This is an optimization exercise on Yosys and OpenROAD, whose aim is small area, not a production implementation.
The RTL of this run was laid out without a check of its function.
Power and IR drop assume default switching activity.

==> design/flow/design.v <==
module rf_aoi222(input a0, s0, a1, s1, a2, s2, output y);
  assign y = ~((a0 & s0) | (a1 & s1) | (a2 & s2));
endmodule
module rf_nand2(input a, s, output y);
  assign y = ~(a & s);
endmodule
module rf_nand4(input a, b, c, d, output y);
  assign y = ~(a & b & c & d);
endmodule
module rf_nand3(input a, b, c, output y);
  assign y = ~(a & b & c);
endmodule
module rf_or3(input a, b, c, output y);
  assign y = a | b | c;
endmodule
module rf_hold(input we, d, hold, q, output y);
  assign y = (we & d) | (hold & q);
endmodule
module rf_read_bit(input [30:0] a, input [30:0] s, output y);
  wire [10:0] t;
  genvar j;
  generate
    for (j = 0; j < 10; j = j + 1) begin : g
      rf_aoi222 u(.a0(a[3*j]), .s0(s[3*j]), .a1(a[3*j+1]), .s1(s[3*j+1]),
                  .a2(a[3*j+2]), .s2(s[3*j+2]), .y(t[j]));
    end
  endgenerate
  rf_nand2 u10(.a(a[30]), .s(s[30]), .y(t[10]));
  wire n0, n1, n2;
  rf_nand4 u11(.a(t[0]), .b(t[1]), .c(t[2]), .d(t[3]), .y(n0));
  rf_nand4 u12(.a(t[4]), .b(t[5]), .c(t[6]), .d(t[7]), .y(n1));
  rf_nand3 u13(.a(t[8]), .b(t[9]), .c(t[10]), .y(n2));
  rf_or3   u14(.a(n0), .b(n1), .c(n2), .y(y));
endmodule
module Single_Cycle_Top(clk, reset, imem_addr, imem_rdata, dmem_addr, dmem_wdata, dmem_we, dmem_rdata);
input clk, reset;
output [31:0] imem_addr;
input [31:0] imem_rdata;
output [31:0] dmem_addr, dmem_wdata;
output dmem_we;
input [31:0] dmem_rdata;
wire [31:0] instr = imem_rdata;
wire [6:0] opcode = instr[6:0];
wire [2:0] f3 = instr[14:12];
wire [6:0] f7 = instr[31:25];
wire [4:0] a1 = instr[19:15];
wire [4:0] a2 = instr[24:20];
wire [4:0] a3 = instr[11:7];
wire is_r   = (opcode == 7'b0110011);
wire is_i   = (opcode == 7'b0010011);
wire is_st  = (opcode == 7'b0100011);
wire is_br  = (opcode == 7'b1100011);
wire is_jal = (opcode == 7'b1101111);
wire is_alu = is_r | is_i;
wire is_ld  = ~(is_alu | is_st | is_br | is_jal);    
reg  [31:0] R [1:31];
reg  [31:1] valid;
wire [31:1] we, sel1, sel2;
wire [31:0] wd;
wire reg_we = ~(is_st | is_br);
genvar k, b;
generate
  for (k = 1; k < 32; k = k + 1) begin : rf
    assign we[k]   = reg_we && (a3 == k);
    assign sel1[k] = valid[k] && (a1 == k);
    assign sel2[k] = valid[k] && (a2 == k);
    wire hold = ~we[k];
    wire [31:0] nxt;
    for (b = 0; b < 32; b = b + 1) begin : hb
      rf_hold h(.we(we[k]), .d(wd[b]), .hold(hold), .q(R[k][b]), .y(nxt[b]));
    end
    always @(posedge clk)
      R[k] <= nxt;
    always @(posedge clk or posedge reset)
      if (reset) valid[k] <= 1'b0;
      else if (we[k]) valid[k] <= 1'b1;
  end
endgenerate
wire [31:0] rs1, rs2;
generate
  for (b = 0; b < 32; b = b + 1) begin : rd
    wire [30:0] col;
    for (k = 1; k < 32; k = k + 1) begin : c
      assign col[k-1] = R[k][b];
    end
    rf_read_bit p1(.a(col), .s(sel1), .y(rs1[b]));
    rf_read_bit p2(.a(col), .s(sel2), .y(rs2[b]));
  end
endgenerate
reg [31:1] pc;
wire [31:0] immI = {{20{instr[31]}}, instr[31:20]};
wire [31:0] immS = {{20{instr[31]}}, instr[31:25], instr[11:7]};
wire [31:0] immB = {{19{instr[31]}}, instr[31], instr[7], instr[30:25], instr[11:8], 1'b0};
wire [31:0] immJ = {{12{instr[31]}}, instr[31], instr[19:12], instr[20], instr[30:21], 1'b0};
wire f7z = (f7 == 7'b0000000);
wire f7s = (f7 == 7'b0100000);
wire op_slt = f7z & (f3 == 3'b010);
wire op_or  = f7z & (f3 == 3'b110);
wire op_and = f7z & (f3 == 3'b111);
wire op_xor = f7z & (f3 == 3'b100);
wire sub    = is_alu & (op_slt | (f7s & (f3 == 3'b000)));
wire [31:0] opB = (is_r | is_br) ? rs2 : is_st ? immS : immI;
wire [31:0] sum = rs1 + (opB ^ {32{sub}}) + {31'b0, sub};
wire [31:0] x_and = rs1 & opB;
wire [31:0] x_or  = rs1 | opB;
wire [31:0] x_xor = rs1 ^ opB;
wire [31:0] alu_res = (op_slt) ? {31'b0, sum[31]} :
                      (op_or)  ? x_or :
                      (op_and) ? x_and :
                      (op_xor) ? x_xor : sum;
wire [31:1] pc_plus4 = pc + 31'd2;
wire [31:1] target = pc + (is_jal ? immJ[31:1] : immB[31:1]);
wire taken = is_jal | (is_br & (f3 == 3'b000) & ~|x_xor);
always @(posedge clk or posedge reset)
  if (reset) pc <= 31'b0;
  else pc <= taken ? target : pc_plus4;
assign wd = is_ld ? dmem_rdata : is_jal ? {pc_plus4, 1'b0} : alu_res;
assign imem_addr = {pc, 1'b0};
assign dmem_addr = sum;
assign dmem_wdata = rs2;
assign dmem_we = is_st & ~reset;
endmodule
==> design/flow/run.sh <==
#!/bin/bash
# synth_recipe.tcl (not shown) runs the flow's synth.tcl, then flattens the netlist and writes it again
# the make line also repeats each setting of config.mk as NAME=value (left out here)
make -C /OpenROAD-flow-scripts/flow DESIGN_CONFIG=/design/flow/config.mk WORK_HOME=/design/flow/orfs CLKGATE_MAP_FILE= SYNTH_SCRIPT=/design/flow/synth_recipe.tcl finish
==> design/flow/config.mk <==
export PLATFORM = sky130hd
export DESIGN_NAME = Single_Cycle_Top
export DESIGN_NICKNAME = Single_Cycle_Top
export VERILOG_FILES = /design/flow/design.v
export SDC_FILE = /design/flow/constraint.sdc
export NUM_CORES = 4
export LEC_CHECK = 0
export CAP_MARGIN = 20
export CORE_MARGIN = 2
export CORE_UTILIZATION = 50
export CTS_BUF_LIST = sky130_fd_sc_hd__clkbuf_8
export CTS_CLUSTER_SIZE = 30
export PLACE_DENSITY = 0.6
export SLEW_MARGIN = 20
export SYNTH_HIERARCHICAL = 1
export SYNTH_MINIMUM_KEEP_SIZE = 0
==> design/flow/constraint.sdc <==
create_clock -name core_clock -period 14.0 [get_ports {clk}]
set_input_delay 2.8000 -clock core_clock [delete_from_list [all_inputs] [get_ports {clk}]]
set_output_delay 2.8000 -clock core_clock [all_outputs]
set_load 0.01 [all_outputs]
==> impl_results.md <==
- RR Startpoint: valid[16]
- Fillers: roughly 8000
- Die Ht: 310 µm
- Clock-pin slew on the worst setup and hold paths: 0.06 ns
- CP max-delay cell: and3_2
- # IOs: 163
- Antenna violations before repair: 11
- Postcts setup bufs: 0
- Most common library cells after synthesis: 993 x a22o_1, 992 x dfxtp_1, 647 x a222oi_1
- Global-route wire length before repair: 315000 µm
- Post-route clock skew: between 0.05 and 0.06 ns
- Hold Fails Final Rpt: 0
- Delay-heaviest family, CP: simple AND/OR/NAND/NOR gates
- Initial DRT Pass Iterations: 15
- Max cap viols: 0
- Required time of the critical path: approximately 11 ns
- Async set-reset flop share out of synthesis: between 5 and 6%
- GRT Total Usage: ~45%
- Peak supply drop: a little over 100 µV
- Most frequent CP cell: o31a_1
- Hold Crit Class: register to register
- Finished Core Util: 58.9%
- Setup violations, final: 0
- CTS Buf Count: 173
- Share of cells above drive strength 1: 11.1%
- Pre-CTS setup slack: 1.22 ns
- Post-route ant nets: 0
- Root Buffer: clkbuf_8
- Synth top area share: 42.4%
- Dpl hpwl: 147000 µm
- Status: timing/DRC/antenna clean
- Placer Congestion: 1.07
- Gr ovfl total: 0
- Worst Setup Start Kind: input port
- Critical path, cell by cell: clkdlybuf4s50_1 -> nor2b_1 -> and3_2 -> a222oi_1 -> nand4_1 -> or3_1 -> mux2_2 -> nor4_1 -> a211oi_4 -> mux2i_1 -> fa_1 -> nor2b_1 -> o31a_1 -> o31a_1 -> a22oi_1 -> o21a_1 -> o31ai_1 -> buf_4 -> o31a_1 -> xor2_1 -> clkdlybuf4s50_1
- Final worst-path cycle share: slightly above 90%
- Sequential area share after synthesis: 45.8%
- Slew Limit Headroom: 20.1%
- Final wirelength: 225000 µm
- Vias post-DR: between 40000 and 50000
- Drt wl/cell: between 30 and 40 µm
- Synth top area cells: dfxtp_1 42%, a22o_1 19%, a222oi_1 14%
- FP Rows: 112
- Setup CP Type: input port to output pin
- DRC: 0
- Vias in the first global route: 43530
- Period minus WS final: 13.06 ns
- Die area: between 90000 and 100000 µm²
- Multi-input logic area: 25000 µm²
- Worst Path Buf+Inv: 3
- CP startpoint: imem_rdata[22]
- RSZ-0062 raised after global routing: no
- Pleak: 23.4 nW
- Hold Startpoint: valid[19]
- Worst-case clock buffer depth: 3
- Worst skew pair latency: 0.90 ns
- Dpl cells: a little under 6000
- Starting DRC count in detailed routing: 11818
- Synth Flop Type: dfxtp_1
- Die width: 310 µm
- Sum of negative setup slack: 0 ns
- Worst EP arrival: 10.26 ns
- PD cells: 172 nW/µm²
- Hold buffers post-CTS: 0
- Largest net degree at the start of global routing: between 50 and 60
- Initial Util: 50.3%
- Post-synth EDFFs: 0
- Final net count: around 5000
- Fin. max-slew vios: 0
- Clk sink count: 1054
- Core area: 93000 µm²
- Count of different cell masters after synthesis: 76
- FMAX: roughly 77 MHz
- Post-Syn Area per Cell: 10.8 µm²
- #FFs+latches synth: 1054
- Register Area: 21400 µm²
- YS warnings: 9
- Post_cts resized: 0
- CTS tree: yes
- Mapped Cells: roughly 4300
- Critical path peak fanout: 32
- IO buf count: 161
- H-tree depth: 4
- Cell taking the most area after synthesis: dfxtp_1
- Slowest Stage Delay on Critical Path: 0.94 ns
- Final Non-Filler Cells: 6156
- Critical path capture point type: output pin
- Least-Margin Pin Slew: 1.19 ns
- Setup ws final: 0.936 ns
- Syn Nets: 4516
- Syn Std Cell Area: 46800 µm²
- Area grow syn2layout: 17.1%
- Count leader, synth: a22o_1
- Via density: 7.78
[power by group]
group	switching, W	internal, W
clock network	0.00133	0.00142
registers	0.000638	0.00372
logic	0.00128	0.00102
total	0.00325	0.00616
[area by class of cell]
type	instances	area share, %
Multi-Input combinational cell	3081	45.6
Timing Repair Buffer	322	5.22
Antenna cell	7	0.0320
Tap cell	1254	2.86
Sequential cell	1054	39.1
Clock inverter	98	1.01
Inverter	127	0.870
Clock buffer	213	5.35
[worst register-to-register path: stages (launching register included)]
cell and delay (ns):
dfrtp_1 0.44, and3_2 0.32, buf_4 0.29, a222oi_1 0.35, nand4_1 0.22, or3_1 0.55, mux2_2 0.31, nor4_1 0.39
a211oi_4 0.12, mux2i_1 0.38, fa_1 0.30, nor2b_1 0.08, o31a_1 0.28, o31a_1 0.30, buf_4 0.18, o21ai_1 0.14
a21oi_1 0.10, nor2_1 0.54, mux2_2 0.29, o21ai_0 0.19, o221ai_2 0.75, buf_4 0.44, a22o_1 0.22
[kinds of logic after synthesis]
family                   Yosys count  synth area share [%]
adder cells (fa/ha/maj)          128                  3.45
AND/OR/NAND/NOR                  825                  9.19
flip-flops                      1054                  45.8
multiplexers                      31                 0.685
buffers and inverters            187                  1.52
other                              1               0.00801
AO/OA/AOI/OAI                   1981                  37.2
XOR/XNOR                         115                  2.15
[through the flow]
stage | hold slack [ns] | instance area (µm²) | total power (W)
CTS | 0.476 | 54700 | 0.00929
global route | 0.508 | 54800 | 0.00973
finish | 0.481 | 54800 | 0.00941
global placement | 0.463 | 51300 | 0.00655
floorplan | 0.440 | 46800 | 0.00555
detailed placement | 0.460 | 51300 | 0.00657
[metal layers]
metal	part of all wire [%]	wire length [µm]	track usage [%]
met3	15	34600	14.7
met2	39	87500	59.8
met1	39	87200	61.8
met5	0.0058	13	0
met4	6.9	15500	27.7
[cell usage in the layout (no fill, tap or decap), drive strengths merged, types with 11 or more instances in the layout]
master	n
dfxtp	992
dfrtp	62
o221ai	13
o31ai	13
nor4	12
nand4	142
nor2	105
inv	196
a21o	37
mux2i	23
nor2b	11
clkbuf	213
xnor2	78
xor2	37
and3	59
ha	126
a22o	993
or3	73
clkdlybuf4s50	161
or2	16
a21oi	105
buf	161
a211oi	16
clkinv	23
nand2b	32
nand2	203
nand3	106
a222oi	647
nor3	25
a31oi	13
o21ai	60
[path summary, 6_finish.rpt]
check | cells past startpoint | slack (ns) | to
setup reg to reg | 22 | 6.74 | R[23][8]
hold reg to reg | 1 | 0.48 | valid[19]
max in group asynchronous | 3 | 10.54 | valid[27]
min in group asynchronous | 2 | 2.48 | valid[11]
setup / recovery | 21 | 0.94 | dmem_addr[28]
hold / removal | 1 | 0.48 | valid[19]
[registers in the layout, summed over array words and instances (netlist names)]
name	count
valid	31
pc	31
R	992
[modules after synthesis (local to each module, per instance), a selection]
module	copies in the design	flip-flops and latches
rf_hold	992	0
rf_aoi222	640	0
rf_nand2	64	0
Single_Cycle_Top	1	1054
rf_or3	64	0
rf_nand3	64	0
rf_nand4	128	0

-- what the ideal ports hide --
In the flow no input, the clock included, has a driving cell. The finished layout below was timed again as built, in two steps.
Step 1 sets driving cells, clkbuf_16 on the clock port and buf_2 on the other inputs (assumed; they add their load-dependent delay and slew).
Step 2 moves the port delays by t, midway between the first and last clock arrival at a register: inputs arrive t later, outputs are due t later. That takes back most of the time a late clock gives input paths.
Slacks: ideal ports / drivers / drivers and shift; pairs: ideal ports / drivers.
t (ns): 0.948
setup slack, ns: 0.936 / 0.902 / 0.902
clock arrival spread, ns: 0.060 / 0.060
worst slew at a driven data input, ns: 0.10
cell pins on the clock port's net: 1
After both steps setup and hold are still met in this run. The setup slack of this run moves by -0.034 ns with the drivers and by -0.034 ns with both steps.
